Background: an optimization exercise with open tools, aiming at small area and a short achievable clock period. Do not read the settings as production practice. No functional check of the RTL was part of any run shown here. Power and IR drop assume default switching activity.

## flow/design.v (module list and top-level ports; edited modules follow where they fit)
// module pipeline_sum: 527 lines
module pipeline_sum (
    input clk,
    input [15:0] a, b,
    output [31:0] r
);
  // ...
==> flow/flow/run.sh <==
#!/bin/bash
set -euo pipefail
MARGIN=25
bash standard.sh SETUP_SLACK_MARGIN=$MARGIN SETUP_MOVE_SEQUENCE=sizeup,swap SKIP_GATE_CLONING=1 \
  "BUFFER_PORTS_ARGS=-buffer_cell sky130_fd_sc_hd__buf_1" finish > make_finish.log 2>&1
==> flow/standard.sh <==
#!/bin/bash
# synth_recipe.tcl (not shown) runs the flow's synth.tcl, then flattens the netlist and writes it again
# the make line also repeats each setting of config.mk as NAME=value (left out here)
make -C /OpenROAD-flow-scripts/flow DESIGN_CONFIG=/design/flow/config.mk WORK_HOME=/design/flow/orfs CLKGATE_MAP_FILE= SYNTH_SCRIPT=/design/flow/synth_recipe.tcl "${@:-finish}"
==> flow/config.mk <==
export PLATFORM = sky130hd
export DESIGN_NAME = pipeline_sum
export DESIGN_NICKNAME = pipeline_sum
export VERILOG_FILES = /design/flow/design.v
export SDC_FILE = /design/flow/constraint.sdc
export NUM_CORES = 4
export LEC_CHECK = 0
export ABC_AREA = 1
export CAP_MARGIN = 20
export CORE_MARGIN = 2
export CORE_UTILIZATION = 55
export SLEW_MARGIN = 20
==> flow/constraint.sdc <==
create_clock -name core_clock -period 36.0 [get_ports {clk}]
set_input_delay 7.2000 -clock core_clock [delete_from_list [all_inputs] [get_ports {clk}]]
set_output_delay 7.2000 -clock core_clock [all_outputs]
set_load 0.01 [all_outputs]
==> flow_summary.json, run 1 <==
{
  "grt_pass1_vias": 9782,
  "start_kind": "register",
  "io_buffers": 50,
  "finalClockSkew_ns": 0.0148,
  "power-top-group": "combinational logic",
  "clockPowerShare_pct": 24.6,
  "clock_path_buffers": 2,
  "netlist_top_cells_count": "nand2_1 (515), inv_1 (256), nand3_1 (170)",
  "async_reset_ff_share_pct": 0,
  "num_rows": 53,
  "wirelength_um": 29400,
  "grt_util_all_layers_pct": 26.6,
  "grtUsageMet3_pct": 3.25,
  "htreeDepth": 3,
  "yosys-top-cells-area": "dfxtp_1 (18%), nand2_1 (16%), ha_1 (8.3%)",
  "tritoncts": "done",
  "vias_per_cell": 5.18,
  "nonClkBufAreaFrac_pct": 1.63,
  "clk_latency_ns": 0.38,
  "switchingPower_mw": 0.183,
  "ys_seq_area_share_pct": 18.3,
  "yosysMostFrequentCell": "nand2_1",
  "gr-usage-met1_pct": 34.4,
  "crit_top_cell": "nand2_1",
  "p_clk_mw": 0.107,
  "netlist.area_leader.share_pct": 18.3,
  "whs_path_depth": 0,
  "num-fill-cells": 2122,
  "clock_sinks": 109,
  "detailroute.via_count": 11000,
  "reg2reg_to": "lo_c3[5]$_DFF_P_",
  "status": "complete, no violations",
  "areaGrowthSynthToFinish_pct": 4.65,
  "synth_cell_types": 60,
  "n_clock_buffer": 9,
  "crit_type": "register to register",
  "r2r-start": "bb_c2[1]$_DFF_P_",
  "drc": 0,
  "placed_cells": 2097,
  "cp_num_cells": 67,
  "final_max_slew_viol_count": 0,
  "synth_edf_count": 0,
  "fin_nets": 1974,
  "period_share_pct": 27.6,
  "multi_input_area_sq_um": 8330
}
==> inputs of run 2 (changes only) <==
--- a/flow/design.v
+++ b/flow/design.v
@@ -129,17 +129,25 @@
   assign s1_r8_bo[1] = (s1_r8_t[0] ^ bb_c1[0]) ? bb_c1[0] : s1_r8_bo[0];
   assign s1_r8_bo[2] = (s1_r8_t[1] ^ bb_c1[1]) ? bb_c1[1] : s1_r8_bo[1];
   assign s1_r8_bo[3] = (s1_r8_t[2] ^ bb_c1[2]) ? bb_c1[2] : s1_r8_bo[2];
   assign s1_r8_bo[4] = (s1_r8_t[3] ^ bb_c1[3]) ? bb_c1[3] : s1_r8_bo[3];
   assign s1_r8_bo[5] = (s1_r8_t[4] ^ bb_c1[4]) ? bb_c1[4] : s1_r8_bo[4];
   assign s1_r8_bo[6] = (s1_r8_t[5] ^ bb_c1[5]) ? bb_c1[5] : s1_r8_bo[5];
   assign s1_r8_bo[7] = (s1_r8_t[6] ^ bb_c1[6]) ? bb_c1[6] : s1_r8_bo[6];
   assign s1_r8_bo[8] = (s1_r8_t[7] ^ bb_c1[7]) ? bb_c1[7] : s1_r8_bo[7];
-  wire s1_r8_q = s1_r8_hz & ~s1_r8_bo[8];
+  wire [8:4] s1_r8_s_gu;
+  assign s1_r8_s_gu[4] = 1'b0;
+  assign s1_r8_s_gu[5] = (s1_r8_t[4] ^ bb_c1[4]) ? bb_c1[4] : s1_r8_s_gu[4];
+  assign s1_r8_s_gu[6] = (s1_r8_t[5] ^ bb_c1[5]) ? bb_c1[5] : s1_r8_s_gu[5];
+  assign s1_r8_s_gu[7] = (s1_r8_t[6] ^ bb_c1[6]) ? bb_c1[6] : s1_r8_s_gu[6];
+  assign s1_r8_s_gu[8] = (s1_r8_t[7] ^ bb_c1[7]) ? bb_c1[7] : s1_r8_s_gu[7];
+  wire s1_r8_s_pu = ~(|(s1_r8_t[7:4] ^ {bb_c1[7], bb_c1[6], bb_c1[5], bb_c1[4]}));
+  wire s1_r8_bf = s1_r8_s_gu[8] | (s1_r8_s_pu & s1_r8_bo[4]);
+  wire s1_r8_q = s1_r8_hz & ~s1_r8_bf;
   wire [7:0] s1_r8_d;
   assign s1_r8_d[0] = s1_r8_t[0] ^ (s1_r8_q & (bb_c1[0] ^ s1_r8_bo[0]));
   assign s1_r8_d[1] = s1_r8_t[1] ^ (s1_r8_q & (bb_c1[1] ^ s1_r8_bo[1]));
   assign s1_r8_d[2] = s1_r8_t[2] ^ (s1_r8_q & (bb_c1[2] ^ s1_r8_bo[2]));
   assign s1_r8_d[3] = s1_r8_t[3] ^ (s1_r8_q & (bb_c1[3] ^ s1_r8_bo[3]));
   assign s1_r8_d[4] = s1_r8_t[4] ^ (s1_r8_q & (bb_c1[4] ^ s1_r8_bo[4]));
   assign s1_r8_d[5] = s1_r8_t[5] ^ (s1_r8_q & (bb_c1[5] ^ s1_r8_bo[5]));
   assign s1_r8_d[6] = s1_r8_t[6] ^ (s1_r8_q & (bb_c1[6] ^ s1_r8_bo[6]));
@@ -153,17 +161,26 @@
   assign s1_r7_bo[2] = (s1_r7_t[1] ^ bb_c1[1]) ? bb_c1[1] : s1_r7_bo[1];
   assign s1_r7_bo[3] = (s1_r7_t[2] ^ bb_c1[2]) ? bb_c1[2] : s1_r7_bo[2];
   assign s1_r7_bo[4] = (s1_r7_t[3] ^ bb_c1[3]) ? bb_c1[3] : s1_r7_bo[3];
   assign s1_r7_bo[5] = (s1_r7_t[4] ^ bb_c1[4]) ? bb_c1[4] : s1_r7_bo[4];
   assign s1_r7_bo[6] = (s1_r7_t[5] ^ bb_c1[5]) ? bb_c1[5] : s1_r7_bo[5];
   assign s1_r7_bo[7] = (s1_r7_t[6] ^ bb_c1[6]) ? bb_c1[6] : s1_r7_bo[6];
   assign s1_r7_bo[8] = (s1_r7_t[7] ^ bb_c1[7]) ? bb_c1[7] : s1_r7_bo[7];
   assign s1_r7_bo[9] = (s1_r7_t[8] ^ bb_c1[8]) ? bb_c1[8] : s1_r7_bo[8];
-  wire s1_r7_q = s1_r7_hz & ~s1_r7_bo[9];
+  wire [9:4] s1_r7_s_gu;
+  assign s1_r7_s_gu[4] = 1'b0;
+  assign s1_r7_s_gu[5] = (s1_r7_t[4] ^ bb_c1[4]) ? bb_c1[4] : s1_r7_s_gu[4];
+  assign s1_r7_s_gu[6] = (s1_r7_t[5] ^ bb_c1[5]) ? bb_c1[5] : s1_r7_s_gu[5];
+  assign s1_r7_s_gu[7] = (s1_r7_t[6] ^ bb_c1[6]) ? bb_c1[6] : s1_r7_s_gu[6];
+  assign s1_r7_s_gu[8] = (s1_r7_t[7] ^ bb_c1[7]) ? bb_c1[7] : s1_r7_s_gu[7];
+  assign s1_r7_s_gu[9] = (s1_r7_t[8] ^ bb_c1[8]) ? bb_c1[8] : s1_r7_s_gu[8];
+  wire s1_r7_s_pu = ~(|(s1_r7_t[8:4] ^ {bb_c1[8], bb_c1[7], bb_c1[6], bb_c1[5], bb_c1[4]}));
+  wire s1_r7_bf = s1_r7_s_gu[9] | (s1_r7_s_pu & s1_r7_bo[4]);
+  wire s1_r7_q = s1_r7_hz & ~s1_r7_bf;
   wire [8:0] s1_r7_d;
   assign s1_r7_d[0] = s1_r7_t[0] ^ (s1_r7_q & (bb_c1[0] ^ s1_r7_bo[0]));
   assign s1_r7_d[1] = s1_r7_t[1] ^ (s1_r7_q & (bb_c1[1] ^ s1_r7_bo[1]));
   assign s1_r7_d[2] = s1_r7_t[2] ^ (s1_r7_q & (bb_c1[2] ^ s1_r7_bo[2]));
   assign s1_r7_d[3] = s1_r7_t[3] ^ (s1_r7_q & (bb_c1[3] ^ s1_r7_bo[3]));
   assign s1_r7_d[4] = s1_r7_t[4] ^ (s1_r7_q & (bb_c1[4] ^ s1_r7_bo[4]));
   assign s1_r7_d[5] = s1_r7_t[5] ^ (s1_r7_q & (bb_c1[5] ^ s1_r7_bo[5]));
   assign s1_r7_d[6] = s1_r7_t[6] ^ (s1_r7_q & (bb_c1[6] ^ s1_r7_bo[6]));
==> flow/flow/run.sh (replaced) <==
#!/bin/bash
set -euo pipefail
MARGIN=${MARGIN:-25}
bash standard.sh SETUP_SLACK_MARGIN=$MARGIN SETUP_MOVE_SEQUENCE=sizeup,swap SKIP_GATE_CLONING=1 \
  "BUFFER_PORTS_ARGS=-buffer_cell sky130_fd_sc_hd__buf_1" finish > make_finish.log 2>&1
==> run 2 against run 1 <==
Die area grew 3.9%. Register-to-register slack better by 0.17 ns. Synthesized area rose by 4.0%. Clock skew increased by 0.0039 ns. Critical endpoint unchanged. Sequential cell count unchanged. Synthesized cell count increased by 10%. Clock power hardly changed. Total power down 0.17%. Non-clock buffer count is 2 higher. Highest routed layer is now met5. Still clean. Via count is 9.3% higher. Final area is 3.8% higher. Combinational power about the same.
==> flow_summary.json, run 2 <==
{
  "dpl.hpwl_um": 25100,
  "cp_top_family": "simple AND/OR/NAND/NOR gates",
  "die-area_sq_um": 23700,
  "maxSlewHeadroom_pct": 48.0,
  "cts_buffers": 9,
  "num-fill-cells": 2239,
  "clk_latency_ns": 0.37,
  "num_rows": 54,
  "setup_viol": 0,
  "critical-path-max-stage-delay_ns": 0.41,
  "ant_nets": 0,
  "end_kind": "register",
  "drt_iter0_drc": 621,
  "hp-class": "register to register",
  "ctsResizeCount": 0,
  "antenna_cells": 0,
  "avgSynthCellArea_sq_um": 6.18,
  "ir_drop_mv": 0.0247,
  "core_sq_um": 22000,
  "crit_buf_inv": 10,
  "slowest_stage": "nor2b_4",
  "yosysWarnings": 1,
  "crit_type": "register to register",
  "switchingPower_mw": 0.182,
  "clockPowerShare_pct": 23.9,
  "clock_path_buffers": 2,
  "yosys_most_used_dff": "dfxtp_1",
  "syn_area_sq_um": 12400,
  "crit_path_start": "bb_c2[1]$_DFF_P_",
  "fp.dieH_um": 154,
  "crit_top_cell": "nand2_1",
  "detailroute.via_count": 12000,
  "clock_sinks": 109,
  "final_max_slew_viol_count": 0,
  "async_reset_ff_share_pct": 0,
  "final_cell_mix": "nand2_1 (652), inv_1 (284), nand3_1 (218), dfxtp_1 (109), nor2_1 (106)",
  "netlist_top_cells_count": "nand2_1 (652), inv_1 (284), nand3_1 (218)",
  "place_congestion": 0.898,
  "vias_per_cell": 5.20,
  "r2r-start": "bb_c2[1]$_DFF_P_",
  "grt_pass1_wl_um": 51300,
  "yosys-top-cells-area": "nand2_1 (20%), dfxtp_1 (18%), nand3_1 (8.8%)",
  "final_area_sq_um": 12900,
  "arrival_ns": 9.99,
  "fin_nets": 2160,
  "clkTransAtPathRegs_ns": 0.09,
  "grt_max_degree": 31,
  "io_pins": 65,
  "synth_cell_types": 62,
  "grt_pass1_vias": 11100,
  "placed_cell_area_sq_um": 12600,
  "io_buffers": 50,
  "finalClockSkew_ns": 0.0187,
  "drive_above_1_share_pct": 6.78,
  "worst_slew_pin_slew_ns": 0.779,
  "htreeDepth": 3,
  "post_cts_buffers": 0,
  "rsz0062_at_grt": "no",
  "ys_seq_area_share_pct": 17.6,
  "pwr-share-seq_pct": 34.1,
  "tritoncts": "done",
  "placed_cells": 2286,
  "fmax_mhz": 103,
  "maxCapViolCount": 0,
  "final_cells": 2302,
  "pwr-share-comb_pct": 42.0,
  "wl_per_cell_um": 13.2,
  "p_leak_nw": 7.03,
  "p_int_mw": 0.254,
  "critPathMaxFanout": 23,
  "ys_seq_elements": 109,
  "synth_edf_count": 0,
  "synthCells": 2003,
  "final_common_cell": "nand2_1",
  "critPathRequiredTime_ns": 36.24,
  "cts-root-buf": "clkbuf_16",
  "min-delay-start": "q13_c1$_DFF_P_",
  "tns_ns": 0,
  "hold_viol_final": 0,
  "status": "complete, no violations",
  "fp.dieW_um": 154,
  "drc": 0,
  "antenna_found_initial": 2,
  "holdBufCountCts": 0,
  "areaGrowthSynthToFinish_pct": 4.44,
  "overflow": 0,
  "start_kind": "register",
  "yosysMostFrequentCell": "nand2_1",
  "powerDensity_nw_per_um2": 33.7,
  "period_share_pct": 27.1,
  "netlist.area_leader.share_pct": 19.8,
  "drtPass1Iterations": 5,
  "period_minus_slack_ns": 9.75,
  "yosysTopAreaCell": "nand2_1",
  "grt_util_all_layers_pct": 26.2,
  "wirelength_um": 30400,
  "initial_utilization_pct": 56.4,
  "p_sw_share_pct": 41.8
}
==> run 2: changes by cell type in the layout (fill, tap and decap cells not counted), moves of 18 or more <==
cell	previous run	this run
nand2_1	510	652
nand2_2	44	26
nand3_1	168	218
xor2_1	110	76
inv_1	254	284
nand4_1	38	59
==> run 2: area by class of cell <==
cell class / instances / area (sq um) / share of cell area (%)
Clock buffer: 9 / 225 / 1.74
Clock inverter: 7 / 93.8 / 0.725
Sequential cell: 109 / 2180 / 16.9
Tap cell: 280 / 350 / 2.71
Timing Repair Buffer: 54 / 218 / 1.68
Inverter: 315 / 1190 / 9.21
Multi-Input combinational cell: 1528 / 8680 / 67.1
==> run 2: final timing paths <==
path,endpoint,slack [ns],cells past startpoint
worst min-delay path,q13_c2$_DFF_P_,0.33,0
worst max-delay path,lo_c3[5]$_DFF_P_,26.25,70
worst max register to register,lo_c3[5]$_DFF_P_,26.25,70
worst min register to register,q13_c2$_DFF_P_,0.33,0
==> run 2: kinds of logic (layout without fill, tap and decap cells) <==
kind of cell / after synthesis / count (layout) / share of synthesized area (%)
AOI/OAI and AO/OA: 160 / 160 / 7.51
adders and majority gates: 113 / 113 / 13.1
DFF: 109 / 109 / 17.6
and+or+nand+nor: 1133 / 1133 / 40.6
xor gates and xnor gates: 106 / 106 / 8.25
other: 1 / 14 / 0.0303
buffers and inverters: 379 / 385 / 12.7
muxes: 2 / 2 / 0.162
==> run 2: through the flow <==
| stage | worst slack, ns | hold slack (ns) | total power, mW | utilization (%) |
|---|---|---|---|---|
| 6_report | 26.25 | 0.332 | 0.436 | 58.9 |
| 2_1_floorplan | 26.93 | 0.310 | 0.299 | - |
| 3_5_place_dp | 26.28 | 0.312 | 0.334 | 57.5 |
| 4_1_cts | 26.24 | 0.328 | 0.440 | 58.9 |
| 3_3_place_gp | 26.34 | 0.310 | 0.331 | 57.5 |
| 5_1_grt | 25.14 | 0.341 | 0.474 | 58.9 |
==> run 2: routing by layer <==
metal | wire length [um] | share of wire (%) | global-route usage, %
met1 | 13800 | 46 | 32.7
met2 | 14400 | 47 | 46.4
met3 | 1230 | 4.0 | 3.10
met4 | 968 | 3.2 | 9.61
met5 | 23 | 0.076 | 0
==> run 2: power groups by stage <==
| stage | clock [mW] | combinational (mW) | sequential [mW] |
|---|---|---|---|
| 6_report | 0.104 | 0.183 | 0.149 |
| 3_3_place_gp | 0 | 0.180 | 0.151 |
| 3_5_place_dp | 0 | 0.182 | 0.151 |
| 5_1_grt | 0.111 | 0.212 | 0.151 |
| 4_1_cts | 0.108 | 0.184 | 0.149 |
| 2_1_floorplan | 0 | 0.153 | 0.146 |

## port drivers added, routing unchanged
Ports are ideal in the flow. The routed layouts listed here were re-timed in OpenROAD.
Step 1, drivers: a clkbuf_16 drives clk and a buf_2 each remaining input, both assumed.
Step 2 adds t to the input delays and takes it off the output delays; t is the mean of the earliest and latest rising clock arrival at the registers after step 1. Input paths then give back, and output paths get back, about the clock's delay inside the block.
Three values: no drivers, after step 1, after step 2; two values: the first two.
run	t (ns)	slack for setup (ns)	worst hold slack (ns)	slew at the worst register clock pin (ns)
run 1	0.419	26.078 / 26.078 / 26.078	0.329 / 0.329 / 0.329	0.09 / 0.09
run 2	0.410	26.250 / 26.250 / 26.250	0.332 / 0.332 / 0.332	0.09 / 0.09
After both steps every run listed still meets setup and hold.
